Source: an optimization exercise on an open RTL-to-GDS flow (aim: small area). Production flows keep margins and buffers that such runs may drop.
Only simulation tests tie the RTL to the original design; equivalence was not proved.
No run shown here takes its clock network from TritonCTS; it comes from the design's own scripts or RTL.
No driver is modelled on the clock port, so clock power and skew are understated where the tree is cut down; a real chip needs a root buffer or a tree.
No activity file was given, so power comes from the tool's default toggle rates.

## flow/flops.py

```python
"""Print 'instance cell' for every flip-flop in a gate-level Verilog netlist, sorted."""
import re, sys
text = open(sys.argv[1]).read()
out = sorted(f"{m.group(2)} {m.group(1)}" for m in re.finditer(r'^\s*(sky130_fd_sc_hd__(?:df|edf|sdf)\w*)\s+(\S+)\s*\(', text, re.M))
print("\n".join(out))
```

## design.v

```verilog
module topLevel(clk, rst, sw, btn, out, led);
input clk;
input rst;
input [7:0] sw;
input btn;
output out;
output [7:0] led;
localparam [6:0] DB_IDLE = 7'd72;
reg b_s0_q;
wire b_s0 = b_s0_q ^ 1'd1;
reg b_s1_q;
wire b_s1 = b_s1_q ^ 1'd0;
reg b_c_q;
wire b_c = b_c_q ^ 1'd0;
reg b_e_q;
wire b_e = b_e_q ^ 1'd0;
reg [6:0] b_n_q;
wire [6:0] b_n = b_n_q ^ 7'd85;
wire b_det = ~b_n[1] & ~b_n[3] & ~b_n[4] & ~b_n[5] & ~b_n[6];
wire b_diff = b_c ^ b_s1;
wire b_fire = b_diff & b_det;
always @(posedge clk) begin
	b_n_q <= ((b_diff & ~b_det) ? {b_n[5:0], b_n[6] ^ b_n[5]} : DB_IDLE) ^ 7'd85;
	if (rst) begin
		b_s0_q <= 1'd1; b_s1_q <= 1'd0; b_c_q <= 1'd0; b_e_q <= 1'd0;
	end else begin
		b_s0_q <= btn ^ 1'd1;
		b_s1_q <= b_s0 ^ 1'd0;
		b_c_q <= (b_det ? b_s1 : b_c) ^ 1'd0;
		b_e_q <= (b_fire & ~b_c) ^ 1'd0;
	end
end
reg s_s0_q;
wire s_s0 = s_s0_q ^ 1'd1;
reg s_s1_q;
wire s_s1 = s_s1_q ^ 1'd1;
reg s_c_q;
wire s_c = s_c_q ^ 1'd0;
reg s_e_q;
wire s_e = s_e_q ^ 1'd1;
reg [6:0] s_n_q;
wire [6:0] s_n = s_n_q ^ 7'd42;
wire s_det = ~s_n[1] & ~s_n[3] & ~s_n[4] & ~s_n[5] & ~s_n[6];
wire s_diff = s_c ^ s_s1;
wire s_fire = s_diff & s_det;
always @(posedge clk) begin
	s_n_q <= ((s_diff & ~s_det) ? {s_n[5:0], s_n[6] ^ s_n[5]} : DB_IDLE) ^ 7'd42;
	if (rst) begin
		s_s0_q <= 1'd1; s_s1_q <= 1'd1; s_c_q <= 1'd0; s_e_q <= 1'd1;
	end else begin
		s_s0_q <= sw[0] ^ 1'd1;
		s_s1_q <= s_s0 ^ 1'd1;
		s_c_q <= (s_det ? s_s1 : s_c) ^ 1'd0;
		s_e_q <= (s_fire) ^ 1'd1;
	end
end
reg sel_q;
wire sel = sel_q ^ 1'd0;
always @(posedge clk) begin
	if (rst) sel_q <= 1'd0;
	else sel_q <= (sel ^ b_e) ^ 1'd0;
end
reg v_q;
wire v = v_q ^ 1'd1;
reg [6:0] ledr_q;
wire [6:0] ledr = ledr_q ^ 7'd0;
reg [2:0] cs_q;
wire [2:0] cs = cs_q ^ 3'd5;
wire led_ld = s_e & ~rst;
wire led_hd = ~s_e & ~rst;
always @(posedge clk) ledr_q <= (({7{led_ld}} & sw[7:1]) | ({7{led_hd}} & ledr)) ^ 7'd0;
reg [2:0] code;
always @(*) begin
	case (ledr)
		7'b0000001: code = 4;
		7'b0000010: code = 1;
		7'b0000100: code = 0;
		7'b0001000: code = 3;
		7'b0010000: code = 6;
		7'b0100000: code = 5;
		7'b1000000: code = 2;
		default:    code = 7;
	endcase
end
always @(posedge clk) begin
	if (rst) begin
		v_q <= 1'd1;
	end else begin
		v_q <= (v | s_e) ^ 1'd1;
	end
	cs_q <= (v ? code : 3'd4) ^ 3'd5;
end
wire [7:0] fload = (cs[2] ? (cs[1] ? (cs[0] ? 8'd92 : 8'd69) : (cs[0] ? 8'd184 : 8'd100)) : (cs[1] ? (cs[0] ? 8'd252 : 8'd141) : (cs[0] ? 8'd152 : 8'd124)));
reg [7:0] fcnt_q;
wire [7:0] fcnt = fcnt_q ^ 8'd85;
reg fo_q;
wire fo = fo_q ^ 1'd1;
wire f_det = ~fcnt[0] & fcnt[1] & ~fcnt[2] & ~fcnt[3] & fcnt[4] & fcnt[6] & ~fcnt[7];
always @(posedge clk) begin
	if (rst) begin
		fcnt_q <= 8'd185 ^ 8'd85; fo_q <= 1'd1;
	end else begin
		fcnt_q <= (f_det ? fload : {fcnt[6:0], fcnt[7] ^ (fcnt[0] | fcnt[4])}) ^ 8'd85;
		fo_q <= (fo ^ f_det) ^ 1'd1;
	end
end
reg [14:0] tcnt_q;
wire [14:0] tcnt = tcnt_q ^ 15'd10922;
reg [5:0] idx_q;
wire [5:0] idx = idx_q ^ 6'd63;
wire t_det = ~tcnt[0] & tcnt[1] & ~tcnt[3] & ~tcnt[4] & ~tcnt[5] & ~tcnt[6] & ~tcnt[7] & ~tcnt[11] & ~tcnt[12] & ~tcnt[13] & ~tcnt[14];
always @(posedge clk) begin
	if (rst) begin
		tcnt_q <= 15'd1282 ^ 15'd10922; idx_q <= 6'd63 ^ 6'd63;
	end else begin
		tcnt_q <= (t_det ? 15'd1258 : {tcnt[13:0], tcnt[14] ^ tcnt[7]}) ^ 15'd10922;
		idx_q <= (idx + t_det) ^ 6'd63;
	end
end
wire [7:0] sload = (idx[2] ? (idx[1] ? (idx[0] ? 8'd188 : 8'd216) : (idx[0] ? 8'd188 : 8'd140)) : (idx[1] ? (idx[0] ? 8'd37 : 8'd188) : (idx[0] ? 8'd170 : (idx[5] ? (idx[4] ? 8'd229 : 8'd37) : (idx[4] ? 8'd97 : 8'd229)))));
reg [7:0] scnt_q;
wire [7:0] scnt = scnt_q ^ 8'd85;
reg so_q;
wire so = so_q ^ 1'd0;
wire g_det = ~scnt[0] & ~scnt[1] & scnt[2] & scnt[3] & scnt[4] & ~scnt[6] & ~scnt[7];
always @(posedge clk) begin
	if (rst) begin
		scnt_q <= 8'd142 ^ 8'd85; so_q <= 1'b1 ^ 1'd0;
	end else begin
		scnt_q <= (g_det ? sload : {scnt[6:0], scnt[7] ^ scnt[2]}) ^ 8'd85;
		so_q <= (so ^ g_det) ^ 1'd0;
	end
end
assign out = sel ? so : fo;
assign led = {sel, ledr};
endmodule
```

## constraint.sdc

```tcl
create_clock -name core_clock -period 10.0 [get_ports {clk}]
set_input_delay 2.0000 -clock core_clock [delete_from_list [all_inputs] [get_ports {clk}]]
set_output_delay 2.0000 -clock core_clock [all_outputs]
set_load 0.01 [all_outputs]
```

## flow/clock_tree.tcl

```tcl
# Clock tree in place of clock_tree_synthesis: the clock port drives CLOCK_TREE_NBUF
# buffers of type CLOCK_TREE_CELL, each placed at the centre of one cluster of
# registers and driving that cluster's clock pins. The clusters are k-means clusters
# of the register positions, each of at most ceil(registers / buffers) registers.
# A buffer whose clock pins' estimated slew exceeds CLOCK_TREE_MAX_SLEW_PS is upsized
# to CLOCK_TREE_BIG_CELL.
set db [ord::get_db]
set block [ord::get_db_block]
set clknet [[$block findBTerm $::env(CLOCK_PORT)] getNet]
set nbuf $::env(CLOCK_TREE_NBUF)
set master [$db findMaster $::env(CLOCK_TREE_CELL)]
set sinks {}
foreach it [$clknet getITerms] {
  set loc [[$it getInst] getLocation]
  lappend sinks [list [lindex $loc 0] [lindex $loc 1] $it]
}
set n [llength $sinks]
set cap [expr {($n + $nbuf - 1) / $nbuf}]
puts "clock tree: $n sinks, $nbuf x $::env(CLOCK_TREE_CELL), at most $cap sinks each"
set sorted [lsort -integer -index 0 $sinks]
set cents {}
for {set b 0} {$b < $nbuf} {incr b} {
  set s [lindex $sorted [expr {int(($b + 0.5) * $n / $nbuf)}]]
  lappend cents [list [lindex $s 0] [lindex $s 1]]
}
for {set iter 0} {$iter < 60} {incr iter} {
  # capacity-limited assignment: closest (sink, centre) pairs first
  set pairs {}
  for {set i 0} {$i < $n} {incr i} {
    set s [lindex $sinks $i]
    for {set b 0} {$b < $nbuf} {incr b} {
      set c [lindex $cents $b]
      lappend pairs [list [expr {abs([lindex $s 0] - [lindex $c 0]) + abs([lindex $s 1] - [lindex $c 1])}] $i $b]
    }
  }
  set pairs [lsort -integer -index 0 $pairs]
  set owner [lrepeat $n -1]
  set count [lrepeat $nbuf 0]
  foreach p $pairs {
    lassign $p d i b
    if {[lindex $owner $i] >= 0 || [lindex $count $b] >= $cap} { continue }
    lset owner $i $b
    lset count $b [expr {[lindex $count $b] + 1}]
  }
  set groups [lrepeat $nbuf {}]
  for {set i 0} {$i < $n} {incr i} {
    set b [lindex $owner $i]
    lset groups $b [concat [lindex $groups $b] [list [lindex $sinks $i]]]
  }
  set cents {}
  foreach g $groups {
    set sx 0
    set sy 0
    foreach s $g { incr sx [lindex $s 0]; incr sy [lindex $s 1] }
    set k [expr {max(1, [llength $g])}]
    lappend cents [list [expr {$sx / $k}] [expr {$sy / $k}]]
  }
}
set bufs {}
for {set b 0} {$b < $nbuf} {incr b} {
  set grp [lindex $groups $b]
  if {[llength $grp] == 0} { continue }
  set net [odb::dbNet_create $block "clknet_own_$b"]
  $net setSigType CLOCK
  set inst [odb::dbInst_create $block $master "clkbuf_own_$b"]
  foreach s $grp {
    set it [lindex $s 2]
    $it disconnect
    $it connect $net
  }
  [$inst findITerm A] connect $clknet
  [$inst findITerm X] connect $net
  set c [lindex $cents $b]
  $inst setLocation [lindex $c 0] [lindex $c 1]
  $inst setPlacementStatus PLACED
  lappend bufs [list $inst $net]
  puts "clock tree: buffer $b drives [llength $grp] sinks"
}
$clknet setSigType CLOCK
set_propagated_clock [all_clocks]
estimate_parasitics -placement
foreach bn $bufs {
  lassign $bn inst net
  set worst 0
  foreach it [$net getITerms] {
    if {[$it isOutputSignal]} { continue }
    set pin [get_pins [[$it getInst] getName]/[[$it getMTerm] getName]]
    set s [get_property $pin slew_max]
    if {$s > $worst} { set worst $s }
  }
  set worst_ps [expr {$worst * 1000.0}]
  puts [format "clock tree: [$inst getName] worst estimated clock pin slew %.1f ps" $worst_ps]
  if {$worst_ps > $::env(CLOCK_TREE_MAX_SLEW_PS)} {
    puts "clock tree: [$inst getName] becomes $::env(CLOCK_TREE_BIG_CELL)"
    replace_cell [$inst getName] $::env(CLOCK_TREE_BIG_CELL)
  }
}
```

## flow/port_buffers.tcl

```tcl
# After buffer_ports: an input port buffer (buf_1) that drives many pins becomes a
# buf_2, so that the net needs no further buffering.
set block [ord::get_db_block]
foreach bt [$block getBTerms] {
  if {[$bt getIoType] != "INPUT"} { continue }
  set net [$bt getNet]
  if {$net == "NULL"} { continue }
  foreach it [$net getITerms] {
    set inst [$it getInst]
    if {[[$inst getMaster] getName] != "sky130_fd_sc_hd__buf_1"} { continue }
    set out [[$inst findITerm X] getNet]
    if {$out == "NULL"} { continue }
    set fanout [expr {[llength [$out getITerms]] - 1}]
    if {$fanout > $::env(PORT_BUFFER_MAX_FANOUT)} {
      puts "port [$bt getName]: buffer [$inst getName] drives $fanout pins, now sky130_fd_sc_hd__buf_2"
      replace_cell [$inst getName] sky130_fd_sc_hd__buf_2
    }
  }
}
```

## flow/run.sh

```bash
#!/bin/bash
# Own layout flow: the standard flow (standard.sh) with these changes:
#  - synthesis is the standard one except for logic mapping: ABC runs the area script
#    flow/abc_area.script, and Yosys does not extract half/full adder cells
#    (ADDER_MAP_FILE empty), so ABC maps that logic too. The standard synthesis runs
#    first; if the registers of this synthesis (names and cell types) differ from the
#    standard synthesis's, the flow uses the standard synthesis's netlist instead.
#  - the port buffers are buf_1 cells, but buf_2 for an input that drives more than 16
#    pins (flow/port_buffers.tcl).
#  - the clock tree is built by flow/clock_tree.tcl (4 clkbuf_8, one per balanced
#    cluster of registers, upsized to clkbuf_16 where the estimated clock-pin slew is
#    over 116 ps) in place of clock_tree_synthesis; the rest of the CTS step (placement
#    legalisation, timing repair) is ORFS's own.
# ORFS writes each tool's log under orfs/logs/ (the standard synthesis's under
# std_synth/logs/); make's own output goes to flow_make_*.log.
set -euo pipefail
W=$PWD
R=orfs/results/$FLOW_PLATFORM/topLevel/base

# standard synthesis, for its registers
bash standard.sh synth > "$W/flow_make_std_synth.log" 2>&1
python3 "$W/flow/flops.py" "$W/$R/1_2_yosys.v" > "$W/flops_standard.txt"
rm -rf "$W/std_synth"
mkdir -p "$W/std_synth"
cp -r "$W/orfs/logs" "$W/orfs/results" "$W/orfs/reports" "$W/std_synth/" 2>/dev/null || true
rm -rf "$W/orfs"

rm -rf "$W/scripts"
cp -r "$FLOW_HOME/scripts" "$W/scripts"
cp "$W/flow/abc_area.script" "$W/scripts/abc_area.script"
grep -q '^log_cmd clock_tree_synthesis {\*}\$cts_args$' "$W/scripts/cts.tcl"
sed -i 's|^log_cmd clock_tree_synthesis {\*}\$cts_args$|source $::env(OWN_CLOCK_TREE)|' "$W/scripts/cts.tcl"
grep -q '^    buffer_ports {\*}\[env_var_or_empty BUFFER_PORTS_ARGS\]$' "$W/scripts/global_place.tcl"
sed -i 's|^    buffer_ports {\*}\[env_var_or_empty BUFFER_PORTS_ARGS\]$|&\n    source $::env(OWN_PORT_BUFFERS)|' "$W/scripts/global_place.tcl"
export OWN_PORT_BUFFERS="$W/flow/port_buffers.tcl" PORT_BUFFER_MAX_FANOUT=16
export OWN_CLOCK_TREE="$W/flow/clock_tree.tcl" CLOCK_PORT=clk CLOCK_TREE_NBUF=4 \
  CLOCK_TREE_CELL=sky130_fd_sc_hd__clkbuf_8 CLOCK_TREE_BIG_CELL=sky130_fd_sc_hd__clkbuf_16 \
  CLOCK_TREE_MAX_SLEW_PS=116
ARGS=(SCRIPTS_DIR="$W/scripts" ABC_AREA=1 ADDER_MAP_FILE=
      "BUFFER_PORTS_ARGS=-buffer_cell sky130_fd_sc_hd__buf_1")

bash standard.sh "${ARGS[@]}" synth > "$W/flow_make_synth.log" 2>&1
python3 "$W/flow/flops.py" "$W/$R/1_2_yosys.v" > "$W/flops_own.txt"
if ! cmp -s "$W/flops_standard.txt" "$W/flops_own.txt"; then
  echo "registers differ from the standard synthesis's: using the standard synthesis" | tee "$W/synth_fallback.txt"
  rm -rf "$W/orfs"
  bash standard.sh synth > "$W/flow_make_synth.log" 2>&1
fi
bash standard.sh "${ARGS[@]}" finish > "$W/flow_make.log" 2>&1
```

## flow/abc_area.script

```
strash
&get -n
&st
&dch
&nf -a -R 20
&put
topo
```

## config.mk

```make
export PLATFORM = sky130hd
export DESIGN_NAME = topLevel
export DESIGN_NICKNAME = topLevel
export VERILOG_FILES = /design/flow/design.v
export SDC_FILE = /design/flow/constraint.sdc
export NUM_CORES = 4
export LEC_CHECK = 0
export CAP_MARGIN = 5
export CORE_MARGIN = 2
export CORE_UTILIZATION = 70
export PLACE_DENSITY = 0.85
export SLEW_MARGIN = 5
```

## standard.sh

```bash
#!/bin/bash
# synth_recipe.tcl (not shown) runs the flow's synth.tcl, then flattens the netlist and writes it again
# the make line also repeats each setting of config.mk as NAME=value (left out here)
make -C /OpenROAD-flow-scripts/flow DESIGN_CONFIG=/design/flow/config.mk WORK_HOME=/design/flow/orfs CLKGATE_MAP_FILE= SYNTH_SCRIPT=/design/flow/synth_recipe.tcl "${@:-finish}"
```

==> results of run 1 <==
[power breakdown]
part	switching, uW	leakage, uW	internal [uW]
clock	66.3	0.0000288	37.2
combinational	45.4	0.000338	37.6
sequential	30.6	0.000600	329
total	142	0.000966	404
[path summary, 6_finish.rpt]
check / startpoint / to / slack (ns) / cells past startpoint
worst max-delay path: rst / tcnt_q[0]$_SDFF_PP0_ / 6.78 / 4
worst min-delay path: s_n_q[0]$_SDFF_PN0_ / s_n_q[1]$_DFF_P_ / 0.38 / 1
worst max register to register: tcnt_q[1]$_SDFF_PP0_ / idx_q[5]$_SDFF_PP0_ / 7.46 / 6
worst min register to register: s_n_q[0]$_SDFF_PN0_ / s_n_q[1]$_DFF_P_ / 0.38 / 1
[critical path, stage by stage]
cell	delay (ns)
buf_2	0.41
clkinv_1	0.52
nand2_1	0.26
nor2_1	0.07
[metrics by stage]
step	hold slack, ns	cell area (sq um)	util (%)
after floorplan	0.343	2390	-
after CTS	0.377	2570	77.8
final	0.376	2570	77.8
after global routing	0.395	2570	77.8
after detailed placement	0.354	2520	76.1
after global placement	0.345	2520	76.1
[metal layers]
metal | share of wire [%] | vias to the layer above | track usage [%] | routed length (um)
met4 | 1.9 | 0 | 3.89 | 76
met2 | 51 | 28 | 41.1 | 2030
li1 | - | 886 | - | -
met3 | 2.9 | 8 | 1.62 | 114
met1 | 44 | 812 | 27.3 | 1770
met5 | 0 | - | 0 | 0
[cells in the final DEF (no fill, tap or decap), types with 2 or more instances in the layout]
| cell type | Yosys | routed |
|---|---|---|
| dfxtp_1 | 73 | 73 |
| nor2_1 | 34 | 34 |
| nand2_1 | 27 | 27 |
| buf_1 | 0 | 18 |
| o21ai_0 | 13 | 13 |
| nand3_1 | 11 | 11 |
| a21oi_1 | 10 | 10 |
| a22o_1 | 7 | 7 |
| xnor2_1 | 7 | 7 |
| nand4b_1 | 7 | 7 |
| xor2_1 | 6 | 6 |
| nor3_1 | 6 | 6 |
| nand2b_1 | 5 | 5 |
| nor2b_1 | 4 | 4 |
| nor4_1 | 4 | 4 |
| clkbuf_8 | 0 | 4 |
| clkinv_1 | 3 | 3 |
| nor4b_1 | 2 | 2 |
| or4_1 | 2 | 2 |
| o221ai_1 | 2 | 2 |
[flip-flops by register name, summed over array words and instances (netlist names), 3 cells and up]
signal  cells
scnt_q      8
idx_q       6
tcnt_q     15
fcnt_q      8
s_n_q       7
b_n_q       7
cs_q        3
ledr_q      7
[cell families after synthesis]
group                  count (synthesis)
multiplexers                           1
buffers and inverters                  4
AND/OR/NAND/NOR                      109
XOR/XNOR                              13
AO/OA/AOI/OAI                         39
flip-flops                            73
[area by class of cell]
type                    count  area (sq um)  area share [%]
flip-flops and latches     73          1460            56.8
well taps                  46          57.6            2.24
plain buffers               4          55.1            2.14
inverters                   3          11.3           0.437
multi-input cells         162           910            35.3
repair buffers             20          80.1            3.11
==> impl_results.md, run 1 <==
* Status: finished clean
* Crit path capture type: flop
* Synth top cells by count: dfxtp_1, nor2_1, nand2_1
* Leakage Power at 0.000966 uW
* DRC at 0
* Vias in the first global route at 1686
* Post-CTS setup buffers at 0
* Number of synthesized register bits at 73
* Area leader, netlist: dfxtp_1
* Max-Cap Viols at 0
* Post-synth top area share at 61.2%
* Post-synth EDFFs at 0
* Tot GR Track Use at 21.7%
* DR WL/cell at 12.9 um
* First-pass GRT wire length at 7180 um
* Vias at between 1500 and 2000
* Mux share of post-synthesis cell area at 0.419%
* Slew @ Worst Pin at 0.854 ns
* Endpoints failing setup at 0
* Number of hold buffers added after CTS at 0
* CP Max Fanout at 28
* Via-per-instance ratio at 5.63
* Peak VDD IR at 0.231 mV
* Initial antenna violation count at 0
* Most common cell in the netlist: dfxtp_1
* Synth Area per Inst at 10.0 sq um
* Compound-Gate Fraction of Synth Area at between 10% and 20%
* Core area at 3310 sq um
* Synth Area in Simple Gates at 22.5%
* Period utilisation layout at 32.2%
* Layout cell share with drive strength beyond 1 at 2.29%
* Synth Area in Adders at 0%
* Io pins at 20
* Netlist Area Pre-Place at 2390 sq um
* Placed Cells at 304
* Port bufs at 19
* Die width at about 62 um
* ANT nets after route at 0
* Placer Congestion at 0.800
* Synth cell types at 34
* Antenna Cells at 0
* Synth Flop Type: dfxtp_1
* Yosys warning total at 1
* Dpl ws at roughly 6.6 ns
* Asr flop ratio synth at 0%
* Pre-Repair DR Iteration Count at 4
* Die height at 62.4 um
* Worst Path Arrival at between 3 and 4 ns
* 1st-iter DRT viols at 140
* Fmax at 311 MHz
* Largest cells by area after synthesis: dfxtp_1, nor2_1, nand2_1, o21ai_0, a22o_1
* Final Power at around 550 uW
* Period minus WS final at ~3.2 ns
* Power per cell area at 212 nW/um^2
* RSZ-0062 raised after global routing: no
* Largest net degree at the start of global routing at 29
* Min-delay worst type: flop to flop
* Xor and xnor fraction of the mapped netlist area at about 4.8%
* Clk latency of the worst-skew pair at 0.16 ns
* Synth-to-layout area growth at 7.75%
* Final hold viol count at 0
* Rows at 21
* Post_cts resized at 0
* Fin Clk Skew at 0.0106 ns
* Fill cells at 246
* Synthesized Nets at 250
* Clock Pin Slew Worst Setup and Hold Paths at roughly 0.10 ns
* Grt total ovfl at 0
* Nets at 275
* Count of pins over their slew limit at 0
* WL final at 3990 um
* CP Data Required Time at 10.06 ns
* DP Wirelength at 2840 um
* Post-Layout Cell Count at 308
* CP startpoint kind: primary input
* Starting Density at approximately 72%
* Largest family of logic cells by synthesized area: simple AND/OR/NAND/NOR gates
* Post-route worst setup slack at 6.78 ns
* Worst Setup Path Type: primary input to flop
* Fin Setup TNS at 0 ns
* Slew headroom at 42.6%
* Die ar. at 3900 sq um
* Sequential-to-total area share from yosys stat at 61.2%
* Cells after Synth at between 200 and 250
==> inputs of run 2 (changes only) <==
--- a/config.mk
+++ b/config.mk
@@ -7,6 +7,7 @@
 export LEC_CHECK = 0
-export CAP_MARGIN = 5
+export CAP_MARGIN = 20
 export CORE_MARGIN = 2
 export CORE_UTILIZATION = 70
+export CTS_BUF_LIST = sky130_fd_sc_hd__clkbuf_2 sky130_fd_sc_hd__clkbuf_4
 export PLACE_DENSITY = 0.85
-export SLEW_MARGIN = 5
+export SLEW_MARGIN = 20
==> run 2 against run 1 <==
Against the previous run: largest power group unchanged; critical path type unchanged; design area did not move; synthesized cell count did not move; fmax stayed put; sequential share of layout area is the same.
==> impl_results.md, run 2 <==
* Clock power frac at between 10% and 20%
* Placed Cells at between 300 and 400
* Status: finished clean
* Vias at 1734
* CP Max Fanout at 28
* Worst reg2reg startpoint: tcnt_q[1]$_SDFF_PP0_
* Crit path capture type: flop
* Net Sw Power at 142 uW
* Pre-Repair DR Iteration Count at 4
* Most common cell after layout, fill and taps aside: dfxtp_1
* Clock Pin Slew Worst Setup and Hold Paths at 0.10 ns
* Clk latency of the worst-skew pair at 0.16 ns
* Critical Path, Cell by Cell: buf_2, clkinv_1, nand2_1, nor2_1
* Nets at between 200 and 300
* Post_cts resized at 0
* Synth Area per Inst at 10.0 sq um
* Fin Clk Skew at 0.0106 ns
* Die ar. at around 4000 sq um
* Largest cells by area after synthesis: dfxtp_1, nor2_1, nand2_1, o21ai_0, a22o_1
* Die width at 62.4 um
* Slew @ Worst Pin at roughly 0.85 ns
* Core area at between 3000 and 4000 sq um
* DP Wirelength at 2840 um
* Asr flop ratio synth at 0%
* Period utilisation layout at 32.2%
* DR WL/cell at around 13 um
* Area leader, netlist: dfxtp_1
* Post-CTS setup buffers at 0
* GR peak layer: met2
* Post-Route Utilization at between 70% and 80%
* WL final at approximately 4000 um
* Grt met1 use at between 20 and 30%
* Min-delay worst type: flop to flop
* Worst path max stage delay at around 0.52 ns
* Yosys warning total at 1
* CP startpoint kind: primary input
* Vias in the first global route at between 1500 and 2000
* DRC at 0
* Rows at 21
* Synthesized Nets at 250
* Worst Path Arrival at 3.27 ns
* Peak VDD IR at 0.231 mV
* Cells after Synth at 239
* Sequential Power Share at roughly two thirds
* Most common cell in the netlist: dfxtp_1
* 1st-iter DRT viols at 140
* Number of hold buffers added after CTS at 0
* Final hold viol count at 0
* First-pass GRT wire length at 7180 um
* Initial antenna violation count at 0
* Slowest-stage cell, CP: clkinv_1
* Synth-to-layout area growth at 7.75%
* Worst Setup SP: rst
* Starting Density at 72.2%
* Period minus WS final at between 3 and 4 ns
* Final instance area at 2570 sq um
* Number of synthesized register bits at 73
* Tot GR Track Use at between 20% and 30%
* ANT nets after route at 0
* Top reg by flops: tcnt_q
* RSZ-0062 raised after global routing: no
* Endpoints failing setup at 0
* Synth cell types at 34
* Fill cells at 246
* Netlist Area Pre-Place at between 2000 and 2500 sq um
* Hold path start: s_n_q[0]$_SDFF_PN0_
* GR Util met2 at 41.1%
* Post-synth top area share at about three fifths
* Layout cell share with drive strength beyond 1 at 2.29%
* Count of pins over their slew limit at 0
* Switch share at 26.0%
* Fin Setup TNS at 0 ns
* Grt total ovfl at 0
* Sequential-to-total area share from yosys stat at around three fifths
* Synth top cells by count: dfxtp_1, nor2_1, nand2_1
* CP Data Required Time at between 10 and 15 ns
* Io pins at 20
* Most frequent cells in the layout: dfxtp_1, nor2_1, nand2_1
* Largest regs: tcnt_q: 15 flops, fcnt_q: 8 flops, scnt_q: 8 flops
* Post-synth EDFFs at 0
* Leakage Power at 0.000966 uW
* Placer Congestion at 0.800
* Max reg flops at 15
* Fmax at a little over 300 MHz
* P_int at 404 uW
* Post-Layout Cell Count at 308
* Antenna Cells at 0
* Synth Flop Type: dfxtp_1
* Die height at 62.4 um
* Worst Setup Path Type: primary input to flop
* Power per cell area at roughly 210 nW/um^2
* Max-Cap Viols at 0
* Placed Area at 2520 sq um
* Comb pwr share at ~15%
* Met3 Track Usage GR at 1.62%
* Largest net degree at the start of global routing at 29
* Via-per-instance ratio at around 5.6
* Slew headroom at 42.6%
* Port bufs at 19
-- run 2: path summary, 6_finish.rpt --
check | cells past startpoint | slack [ns] | endpoint
worst min-delay path | 1 | 0.38 | s_n_q[1]$_DFF_P_
worst max register to register | 6 | 7.46 | idx_q[5]$_SDFF_PP0_
worst min register to register | 1 | 0.38 | s_n_q[1]$_DFF_P_
worst max-delay path | 4 | 6.78 | tcnt_q[0]$_SDFF_PP0_
-- run 2: layer usage --
metal	share of wire (%)	wire length, um
met1	44	1770
met2	51	2030
met3	2.9	114
met4	1.9	76
met5	0	0
-- run 2: worst max-delay path, delay by kind of cell --
kind,cells,cell delay [ns]
simple gates,2,0.33
buf+inv,2,0.93
-- run 2: layout make-up --
type	instances	area [sq um]	area share (%)
inverter	3	11.3	0.437
timing repair buffer	20	80.1	3.11
tap	46	57.6	2.24
buffer	4	55.1	2.14
sequential	73	1460	56.8
multi-input combinational	162	910	35.3
-- run 2: kinds of logic after synthesis --
family | synth area share [%]
xor gates and xnor gates | 4.76
muxes | 0.419
DFF | 61.2
and+or+nand+nor | 22.5
buffers and inverters | 0.785
AOI/OAI and AO/OA | 10.4
-- run 2: per-stage QoR --
| step | worst slack (ns) | hold WS [ns] | total power (uW) |
|---|---|---|---|
| floorplan | 7.40 | 0.343 | 424 |
| global placement | 6.65 | 0.345 | 444 |
| CTS | 6.78 | 0.377 | 549 |
| global route | 6.59 | 0.395 | 580 |
| detailed placement | 6.60 | 0.354 | 448 |
| finish | 6.78 | 0.376 | 547 |
-- run 2: power groups by stage --
stage | clock, uW | combinational, uW | sequential (uW)
finish | 104 | 83.0 | 360
global placement | 0 | 79.7 | 364
CTS | 106 | 84.0 | 359
detailed placement | 0 | 82.5 | 366
global route | 116 | 98.7 | 366
floorplan | 0 | 68.0 | 356
==> inputs of run 3 (changes only) <==
--- a/design.v
+++ b/design.v
@@ -76,7 +76,7 @@
 		7'b0000010: code = 1;
-		7'b0000100: code = 0;
-		7'b0001000: code = 3;
+		7'b0000100: code = 3;
+		7'b0001000: code = 2;
 		7'b0010000: code = 6;
 		7'b0100000: code = 5;
-		7'b1000000: code = 2;
+		7'b1000000: code = 0;
 		default:    code = 7;
@@ -92,3 +92,3 @@
 end
-wire [7:0] fload = (cs[2] ? (cs[1] ? (cs[0] ? 8'd92 : 8'd69) : (cs[0] ? 8'd184 : 8'd100)) : (cs[1] ? (cs[0] ? 8'd252 : 8'd141) : (cs[0] ? 8'd152 : 8'd124)));
+wire [7:0] fload = (cs[2] ? (cs[1] ? (cs[0] ? 8'd92 : 8'd69) : (cs[0] ? 8'd184 : 8'd100)) : (cs[1] ? (cs[0] ? 8'd124 : 8'd252) : (cs[0] ? 8'd152 : 8'd141)));
 reg [7:0] fcnt_q;
==> flow/abc_area.script (replaced) <==
strash
&get -n
&st
&dch
&nf -a -R 20
&put
strash
&get -n
&st
&dch
&nf -a -R 20
&put
topo
==> run 3 against run 2 <==
Against the previous run: flip-flop and latch count unchanged; design area down 1.1%; global-route usage down 0.63 points; area after synthesis down 1.2%; clock skew down 0.0048 ns; register-to-register slack better by 0.42 ns; clock power about the same; die area down 1.1%; synthesized cell count down 0.42%; via count down 0.58%.
==> impl_results.md, run 3 <==
* Area leader, netlist: dfxtp_1
* Worst Hold Slack at 0.377 ns
* CP startpoint kind: primary input
* Vias at 1724
* Worst Setup Path Type: primary input to flop
* Pre-Repair DR Iteration Count at 4
* Io pins at 20
* Asr flop ratio synth at 0%
* Power per cell area at about 210 nW/um^2
* Initial antenna violation count at 0
* Period utilisation layout at 31.8%
* Fin Clk Skew at 0.00579 ns
* CP Data Required Time at 10.05 ns
* Post-synth EDFFs at 0
* Max reg flops at 15
* Post-synth top area share at between 60% and 70%
* Synth Flop Type: dfxtp_1
* Number of synthesized register bits at 73
* Number of hold buffers added after CTS at 0
* Grt total ovfl at 0
* Period minus WS final at 3.18 ns
* Fill cells at 210
* Top reg by flops: tcnt_q
* Reg area at 1460 sq um
* ANT nets after route at 0
* Final hold viol count at 0
* Most common cell after layout, fill and taps aside: dfxtp_1
* Final Power at 546 uW
* Via-per-instance ratio at 5.62
* DR WL/cell at between 10 and 15 um
* Slew @ Worst Pin at 0.644 ns
* Synthesized Nets at 249
* Crit path max-delay family: buffers and inverters
* Vias in the first global route at 1532
* Min-delay worst type: flop to flop
* Synth cell types at 32
* Most common cell in the netlist: dfxtp_1
* Port bufs at 19
* Placer Congestion at 0.827
* Worst Path Arrival at 3.24 ns
* Count of pins over their slew limit at 0
* Endpoints failing setup at 0
* Synth top cells by count: dfxtp_1, nor2_1, nand2_1
* Clock Pin Slew Worst Setup and Hold Paths at about 0.10 ns
* Post_cts resized at 0
* Layout cell share with drive strength beyond 1 at 2.30%
* Clk latency of the worst-skew pair at 0.16 ns
* Largest regs: tcnt_q: 15 flops, fcnt_q: 8 flops, scnt_q: 8 flops
* Synth Area per Inst at 9.92 sq um
* Rows at 21
* Fmax at 314 MHz
* Sequential-to-total area share from yosys stat at 61.9%
* Worst path max stage delay at 0.48 ns
* First-pass GRT wire length at about 6400 um
* Nets at 274
* Largest cells by area after synthesis: dfxtp_1, nor2_1, nand2_1, o21ai_0, a22o_1
* Slew headroom at 56.6%
* Die width at just over 60 um
* Peak VDD IR at about 0.18 mV
* 1st-iter DRT viols at 101
* Fin Setup TNS at 0 ns
* Crit path capture type: flop
* Synth-to-layout area growth at 7.84%
* Post-CTS setup buffers at 0
* Netlist Area Pre-Place at between 2000 and 2500 sq um
* Leakage Power at 0.000954 uW
* Multi-input gate area at 873 sq um
* Core area at 3280 sq um
* DRC at 0
* WL final at roughly 3800 um
* CP Max Fanout at 29
* DP Wirelength at 2770 um
* Slowest-stage cell, CP: clkinv_1
* Die height at 62.1 um
* Critical Path, Cell by Cell: buf_2, clkinv_1, nand2_1, nor2_1
* Yosys warning total at 1
* Most frequent cells in the layout: dfxtp_1, nor2_1, nand2_1
* Largest net degree at the start of global routing at 30
* Antenna Cells at 0
* Cells after Synth at 238
* Starting Density at 71.9%
* Die ar. at roughly 3900 sq um
* Tot GR Track Use at a little over a fifth
* Post-Route Utilization at just under 80%
* RSZ-0062 raised after global routing: no
* Max-Cap Viols at 0
* Worst path bufs/invs at 2
* Status: finished clean
run 3: changes by cell type after synthesis, moves of 2 or more:
cell      previous run  this run
nand2b_1             5         2
a31oi_1              1         5
nand4b_1             7         2
nand2_1             27        24
clkinv_1             3         5
nor2b_1              4         2
nor3_1               6         9
and3_1               1         4
o21ai_0             13        17
run 3: worst paths after layout:
check                        start                     to  slack, ns  cells past startpoint
max                            rst   tcnt_q[0]$_SDFF_PP0_       6.82                      4
min          tcnt_q[10]$_SDFF_PP1_  tcnt_q[11]$_SDFF_PP1_       0.38                      1
max reg2reg   tcnt_q[1]$_SDFF_PP0_    idx_q[5]$_SDFF_PP0_       7.88                      7
min reg2reg  tcnt_q[10]$_SDFF_PP1_  tcnt_q[11]$_SDFF_PP1_       0.38                      1
run 3: report_power, final:
group	total, uW	leakage (uW)	switching, uW	internal, uW
combinational	86.4	0.000326	48.8	37.6
clock	102	0.0000288	65.1	37.1
sequential	357	0.000600	26.5	331
run 3: stage by stage:
stage	worst slack (ns)	cell area (sq um)	instances
after global routing	6.66	2550	307
after CTS	6.84	2550	307
after detailed placement	6.65	2490	303
after floorplan	7.40	2360	238
after global placement	6.70	2490	303
final	6.82	2550	307
run 3: area by class of cell:
type	count	area share [%]
buffer	4	2.16
multi-input combinational	159	34.3
timing repair buffer	20	3.14
inverter	5	0.737
tap	46	2.26
sequential	73	57.4
run 3: worst reg2reg max path, delay by kind of cell (launching register included):
| kind | cells | cell delay (ns) |
|---|---|---|
| AND/OR/NAND/NOR | 5 | 1.34 |
| flip-flops | 1 | 0.32 |
| buffers and inverters | 1 | 0.20 |
| XOR/XNOR | 1 | 0.15 |
run 3: routing by layer:
layer  vias up  global-route usage [%]  share of wire, %
met2        23                    36.6                47
li1        885                       -                 -
met3         5                    2.28               3.5
met1       811                    28.9                48
met4         0                    3.34               1.3
met5         -                       0                 0
run 3: kinds of logic (layout without fill, tap and decap cells):
family | after synthesis | count (layout) | synth area share (%)
flip-flops | 73 | 73 | 61.9
multiplexers | 1 | 1 | 0.424
XOR/XNOR | 11 | 11 | 4.08
AO/OA/AOI/OAI | 46 | 46 | 12.2
buffers and inverters | 6 | 29 | 1.11
AND/OR/NAND/NOR | 101 | 101 | 20.2
==> inputs of run 4 (changes only) <==
--- a/config.mk
+++ b/config.mk
@@ -9,5 +9,4 @@
 export CORE_MARGIN = 2
-export CORE_UTILIZATION = 70
-export CTS_BUF_LIST = sky130_fd_sc_hd__clkbuf_2 sky130_fd_sc_hd__clkbuf_4
-export PLACE_DENSITY = 0.85
+export CORE_UTILIZATION = 80
+export PLACE_DENSITY = 0.9
 export SLEW_MARGIN = 20
==> run 4 against run 3 <==
Against the previous run: sequential power about the same; routed wire length increased by 9.2%; worst setup slack improved by 0.013 ns; critical path depth unchanged; design area decreased by 0.74%; flip-flop and latch count unchanged; synthesized cell count unchanged; fmax increased by 0.42%; sequential share of layout area increased by 0.43 points; core utilization increased by 13 points; critical path type unchanged; largest cell class unchanged.
==> impl_results.md, run 4 <==
* Status: finished clean
* Largest cells by area after synthesis: dfxtp_1, nor2_1, nand2_1, o21ai_0, a22o_1
* Die height at 58.3 um
* Crit path max-delay family: buffers and inverters
* Io pins at 20
* Core area at about 2800 sq um
* Number of synthesized register bits at 73
* Synth-to-layout area growth at 7.05%
* Crit path capture type: flop
* Fin Setup TNS at 0 ns
* Starting Density at 84.9%
* Fmax at 315 MHz
* RSZ-0062 raised after global routing: no
* Leakage Power at 0.000954 uW
* DP Wirelength at 2990 um
* Vias at 1789
* Max reg flops at 15
* Net Sw Power at about 150 uW
* Worst Path Arrival at 3.22 ns
* Clock Pin Slew Worst Setup and Hold Paths at 0.10 ns
* Synth Area per Inst at 9.92 sq um
* First-pass GRT wire length at about 7300 um
* Die width at 58.3 um
* Asr flop ratio synth at 0%
* Tot GR Track Use at 26.7%
* Synth Flop Type: dfxtp_1
* Antenna Cells at 0
* Period minus WS final at 3.17 ns
* P_int at 406 uW
* Fill cells at 121
* Endpoints failing setup at 0
* Post-synth EDFFs at 0
* Sequential-to-total area share from yosys stat at 61.9%
* Netlist Area Pre-Place at about 2400 sq um
* Peak VDD IR at ~0.23 mV
* Placed Cells at 288
* Die ar. at 3400 sq um
* CP startpoint kind: primary input
* CP Max Fanout at 29
* Grt total ovfl at 0
* Placer Congestion at 0.839
* DRC at 0
* Synthesized Nets at 249
* Layout cell share with drive strength beyond 1 at 2.30%
* Worst path max stage delay at 0.48 ns
* Comb pwr share at 16.1%
* Clock power frac at a little under a fifth
* Vias in the first global route at 1813
* Slew @ Worst Pin at a little under 0.7 ns
* Initial antenna violation count at 0
* Worst path bufs/invs at 2
* Rows at 19
* Largest net degree at the start of global routing at 30
* WL final at 4160 um
* Number of hold buffers added after CTS at 0
* Most common cell in the netlist: dfxtp_1
* Sequential Power Share at 65.1%
* Count of pins over their slew limit at 0
* Synth cell types at 32
* Cells after Synth at 238
* Yosys warning total at 1
* Post-Layout Cell Count at a little under 300
* Post-CTS setup buffers at 0
* Min-delay worst type: flop to flop
* Nets at 274
* Via-per-instance ratio at 6.13
* Power per cell area at 218 nW/um^2
* Clk latency of the worst-skew pair at 0.16 ns
* Worst Setup Path Type: primary input to flop
* Area leader, netlist: dfxtp_1
* Synth top cells by count: dfxtp_1, nor2_1, nand2_1
* DR WL/cell at 14.2 um
* Most frequent cells in the layout: dfxtp_1, nor2_1, nand2_1
* Switch share at 26.4%
* ANT nets after route at 0
* Port bufs at 19
* Post-synth top area share at 61.9%
* Largest regs: tcnt_q: 15 flops, fcnt_q: 8 flops, scnt_q: 8 flops
* CP Data Required Time at approximately 10 ns
* Post_cts resized at 0
* 1st-iter DRT viols at approximately 110
* Max-Cap Viols at 0
* Top reg by flops: tcnt_q
* Period utilisation layout at 31.7%
* Slowest-stage cell, CP: clkinv_1
* Critical Path, Cell by Cell: buf_2, clkinv_1, nand2_1, nor2_1
* Slew headroom at 53.8%
* Pre-Repair DR Iteration Count at 4
* Final hold viol count at 0
* Most common cell after layout, fill and taps aside: dfxtp_1
* Fin Clk Skew at roughly 0.009 ns
==> run 4: cell families after synthesis <==
group	share of synthesized area, %
buffers and inverters	1.11
muxes	0.424
DFF	61.9
AOI/OAI and AO/OA	12.2
xor gates and xnor gates	4.08
and+or+nand+nor	20.2
==> run 4: worst paths after layout <==
check | start | end | slack, ns | cells after the start
setup / recovery | rst | tcnt_q[0]$_SDFF_PP0_ | 6.83 | 4
hold / removal | tcnt_q[9]$_SDFF_PP1_ | tcnt_q[10]$_SDFF_PP1_ | 0.38 | 1
setup reg to reg | tcnt_q[1]$_SDFF_PP0_ | idx_q[5]$_SDFF_PP0_ | 7.88 | 6
hold reg to reg | tcnt_q[9]$_SDFF_PP1_ | tcnt_q[10]$_SDFF_PP1_ | 0.38 | 1
==> run 4: worst reg2reg max path, delay by kind of cell, from the launching register on <==
kind	cells	cell delay, ns
xor+xnor	1	0.15
flops	1	0.32
simple gates	5	1.54
==> run 4: stage by stage <==
stage / total power, uW / utilization (%) / worst slack [ns] / hold slack [ns] / cell area, sq um
final: 551 / 90.9 / 6.83 / 0.376 / 2530
after floorplan: 423 / - / 7.40 / 0.343 / 2360
after detailed placement: 454 / 88.9 / 6.64 / 0.354 / 2470
after global placement: 446 / 88.9 / 6.71 / 0.345 / 2470
after global routing: 583 / 90.9 / 6.68 / 0.398 / 2530
after CTS: 550 / 90.9 / 6.82 / 0.379 / 2530
==> run 4: final cells by class <==
class	instances	area [sq um]	share of cell area, %
plain buffers	4	55.1	2.18
well taps	31	38.8	1.53
flip-flops and latches	73	1460	57.8
multi-input cells	159	873	34.6
inverters	5	18.8	0.743
repair buffers	20	80.1	3.17
==> run 4: power by group through the flow <==
stage | combinational, uW | sequential [uW] | clock, uW
global placement | 83.4 | 363 | 0
detailed placement | 89.1 | 365 | 0
finish | 88.7 | 359 | 103
global route | 104 | 363 | 116
CTS | 88.8 | 358 | 104
floorplan | 66.5 | 356 | 0
==> run 4: per-layer routing <==
metal  wire length (um)  track usage (%)  up-vias  share of wire [%]
met2               2050             49.1       55                 49
met5                  0                0        -                  0
met4                110             6.98        0                2.6
met1               1820             33.9      831                 44
met3                186             1.76       10                4.5
li1                   -                -      893                  -
==> inputs of run 5 (changes only) <==
--- a/config.mk
+++ b/config.mk
@@ -7,3 +7,3 @@
 export LEC_CHECK = 0
-export CAP_MARGIN = 20
+export CAP_MARGIN = 10
 export CORE_MARGIN = 2
@@ -11,2 +11,2 @@
 export PLACE_DENSITY = 0.9
-export SLEW_MARGIN = 20
+export SLEW_MARGIN = 10
==> run 5 against run 4 <==
Against the previous run: still clean on timing, DRC and antenna; first-iteration DRC count unchanged; sequential share of layout area unchanged; clock skew unchanged; routed wire length unchanged; synthesized cell count unchanged; hold slack unchanged; combinational power about the same; flip-flop and latch count unchanged; critical path depth unchanged; critical path type unchanged.
==> impl_results.md, run 5 <==
* Status: finished clean
* Net Sw Power at 145 uW
* Starting Density at 84.9%
* Post-synth top area share at 61.9%
* Switch share at around a quarter
* Max reg flops at 15
* Die height at 58.3 um
* Yosys warning total at 1
* Number of hold buffers added after CTS at 0
* Synthesized Nets at 249
* Worst path max stage delay at 0.48 ns
* Pre-Repair DR Iteration Count at 4
* Final Power at 551 uW
* Via-per-instance ratio at roughly 6.1
* Synth-to-layout area growth at 7.05%
* Post-synth EDFFs at 0
* Die width at 58.3 um
* Vias at 1789
* Period minus WS final at 3.17 ns
* WL final at 4160 um
* Die ar. at 3400 sq um
* CP Max Fanout at 29
* Dpl ws at 6.64 ns
* Synth cell types at 32
* Post-route worst setup slack at 6.83 ns
* Placed Cells at 288
* Clock power frac at a little under a fifth
* Largest net degree at the start of global routing at 30
* Largest regs: tcnt_q: 15 flops, fcnt_q: 8 flops, scnt_q: 8 flops
* Most frequent cells in the layout: dfxtp_1, nor2_1, nand2_1
* RSZ-0062 raised after global routing: no
* Endpoints failing setup at 0
* Initial antenna violation count at 0
* Cells after Synth at 238
* DRC at 0
* Clock Pin Slew Worst Setup and Hold Paths at 0.10 ns
* ANT nets after route at 0
* Comb pwr share at 16.1%
* Tot GR Track Use at 26.7%
* Top reg by flops: tcnt_q
* Core area at 2780 sq um
* Sequential Power Share at about two thirds
* Max-Cap Viols at 0
* Vias in the first global route at 1813
* Post-CTS setup buffers at 0
* Area leader, netlist: dfxtp_1
* Layout cell share with drive strength beyond 1 at 2.30%
* First-pass GRT wire length at 7320 um
* Grt total ovfl at 0
* Power per cell area at 218 nW/um^2
* Synth Flop Type: dfxtp_1
* Antenna Cells at 0
* Slew @ Worst Pin at 0.687 ns
* Asr flop ratio synth at 0%
* Worst Setup Path Type: primary input to flop
* 1st-iter DRT viols at 113
* CP startpoint kind: primary input
* Slew headroom at 53.8%
* Fin Clk Skew at approximately 0.0090 ns
* Number of synthesized register bits at 73
* Critical Path, Cell by Cell: buf_2, clkinv_1, nand2_1, nor2_1
* Nets at 274
* Post-Route Utilization at 90.9%
* Clk latency of the worst-skew pair at 0.16 ns
* Count of pins over their slew limit at 0
* Period utilisation layout at 31.7%
* Most common cell after layout, fill and taps aside: dfxtp_1
* CP Data Required Time at 10.05 ns
* Crit path capture type: flop
* Netlist Area Pre-Place at 2360 sq um
* P_int at 406 uW
* Synth top cells by count: dfxtp_1, nor2_1, nand2_1
* Fill cells at 121
* Synth Area per Inst at ~9.9 sq um
* Rows at 19
* Sequential-to-total area share from yosys stat at just over 60%
* DP Wirelength at 2990 um
* Fmax at ~320 MHz
* Post-Layout Cell Count at 292
* Final hold viol count at 0
* Largest cells by area after synthesis: dfxtp_1, nor2_1, nand2_1, o21ai_0, a22o_1
* Placer Congestion at 0.839
* Peak VDD IR at 0.228 mV
* Fin Setup TNS at 0 ns
* Leakage Power at 0.000954 uW
* Min-delay worst type: flop to flop
* Port bufs at 19
* Io pins at 20
* DR WL/cell at 14.2 um
* Post_cts resized at 0
* Most common cell in the netlist: dfxtp_1
* Worst Path Arrival at 3.22 ns
* Slowest-stage cell, CP: clkinv_1
run 5: layout make-up:
cell class                      instances  area (sq um)  share of cell area (%)
Sequential cell                        73          1460                    57.8
Multi-Input combinational cell        159           873                    34.6
Inverter                                5          18.8                   0.743
Buffer                                  4          55.1                    2.18
Tap cell                               31          38.8                    1.53
Timing Repair Buffer                   20          80.1                    3.17
run 5: path summary, 6_finish.rpt:
check,start,end,slack (ns),cells past startpoint
max reg2reg,tcnt_q[1]$_SDFF_PP0_,idx_q[5]$_SDFF_PP0_,7.88,6
min,tcnt_q[9]$_SDFF_PP1_,tcnt_q[10]$_SDFF_PP1_,0.38,1
max,rst,tcnt_q[0]$_SDFF_PP0_,6.83,4
min reg2reg,tcnt_q[9]$_SDFF_PP1_,tcnt_q[10]$_SDFF_PP1_,0.38,1
run 5: routing by layer:
metal / routed length (um) / part of all wire [%] / track usage [%] / vias to the layer above
met5: 0 / 0 / 0 / -
met1: 1820 / 44 / 33.9 / 831
met3: 186 / 4.5 / 1.76 / 10
met4: 110 / 2.6 / 6.98 / 0
li1: - / - / - / 893
met2: 2050 / 49 / 49.1 / 55
run 5: power groups by stage:
stage	combinational [uW]	sequential [uW]	clock (uW)
5_1_grt	104	363	116
3_5_place_dp	89.1	365	0
4_1_cts	88.8	358	104
3_3_place_gp	83.4	363	0
6_report	88.7	359	103
2_1_floorplan	66.5	356	0
run 5: critical path: cells and delay by family:
kind                   cells  cell delay, ns
buffers and inverters      2            0.90
AND/OR/NAND/NOR            2            0.32
run 5: cells by family (layout without fill, tap and decap cells):
logic type | Yosys count | after routing | share of synthesized area, %
and+or+nand+nor | 101 | 101 | 20.2
AOI/OAI and AO/OA | 46 | 46 | 12.2
xor gates and xnor gates | 11 | 11 | 4.08
muxes | 1 | 1 | 0.424
buffers and inverters | 6 | 29 | 1.11
DFF | 73 | 73 | 61.9
run 5: through the flow:
step / cell area [sq um] / hold slack [ns]
after floorplan: 2360 / 0.343
after global placement: 2470 / 0.345
after detailed placement: 2470 / 0.354
after CTS: 2530 / 0.379
after global routing: 2530 / 0.398
final: 2530 / 0.376

[port drivers added, routing unchanged]
No port has a modelled driver above. Below, the same layouts with a new extraction and two added sets of constraints.
Step 1: set_driving_cell puts a clkbuf_16 on clk and a buf_2 on each other input, an assumption about the parent block.
Step 2 adds t to the input delays and takes it off the output delays; t is the mean of the earliest and latest rising clock arrival at the registers after step 1. Input paths then give back, and output paths get back, about the clock's delay inside the block.
Slacks: ideal / step 1 / step 2; pairs: ideal / step 1.
| run | t (ns) | slack for setup (ns) | slew at the worst register clock pin (ns) |
|---|---|---|---|
| run 1 | 0.207 | 6.783 / 6.812 / 6.605 | 0.11 / 0.11 |
| run 2 | 0.207 | 6.783 / 6.812 / 6.605 | 0.11 / 0.11 |
| run 3 | 0.209 | 6.816 / 6.849 / 6.640 | 0.10 / 0.10 |
| run 4 | 0.207 | 6.829 / 6.860 / 6.653 | 0.10 / 0.10 |
| run 5 | 0.207 | 6.829 / 6.860 / 6.653 | 0.10 / 0.10 |
After both steps every run listed still meets setup and hold.
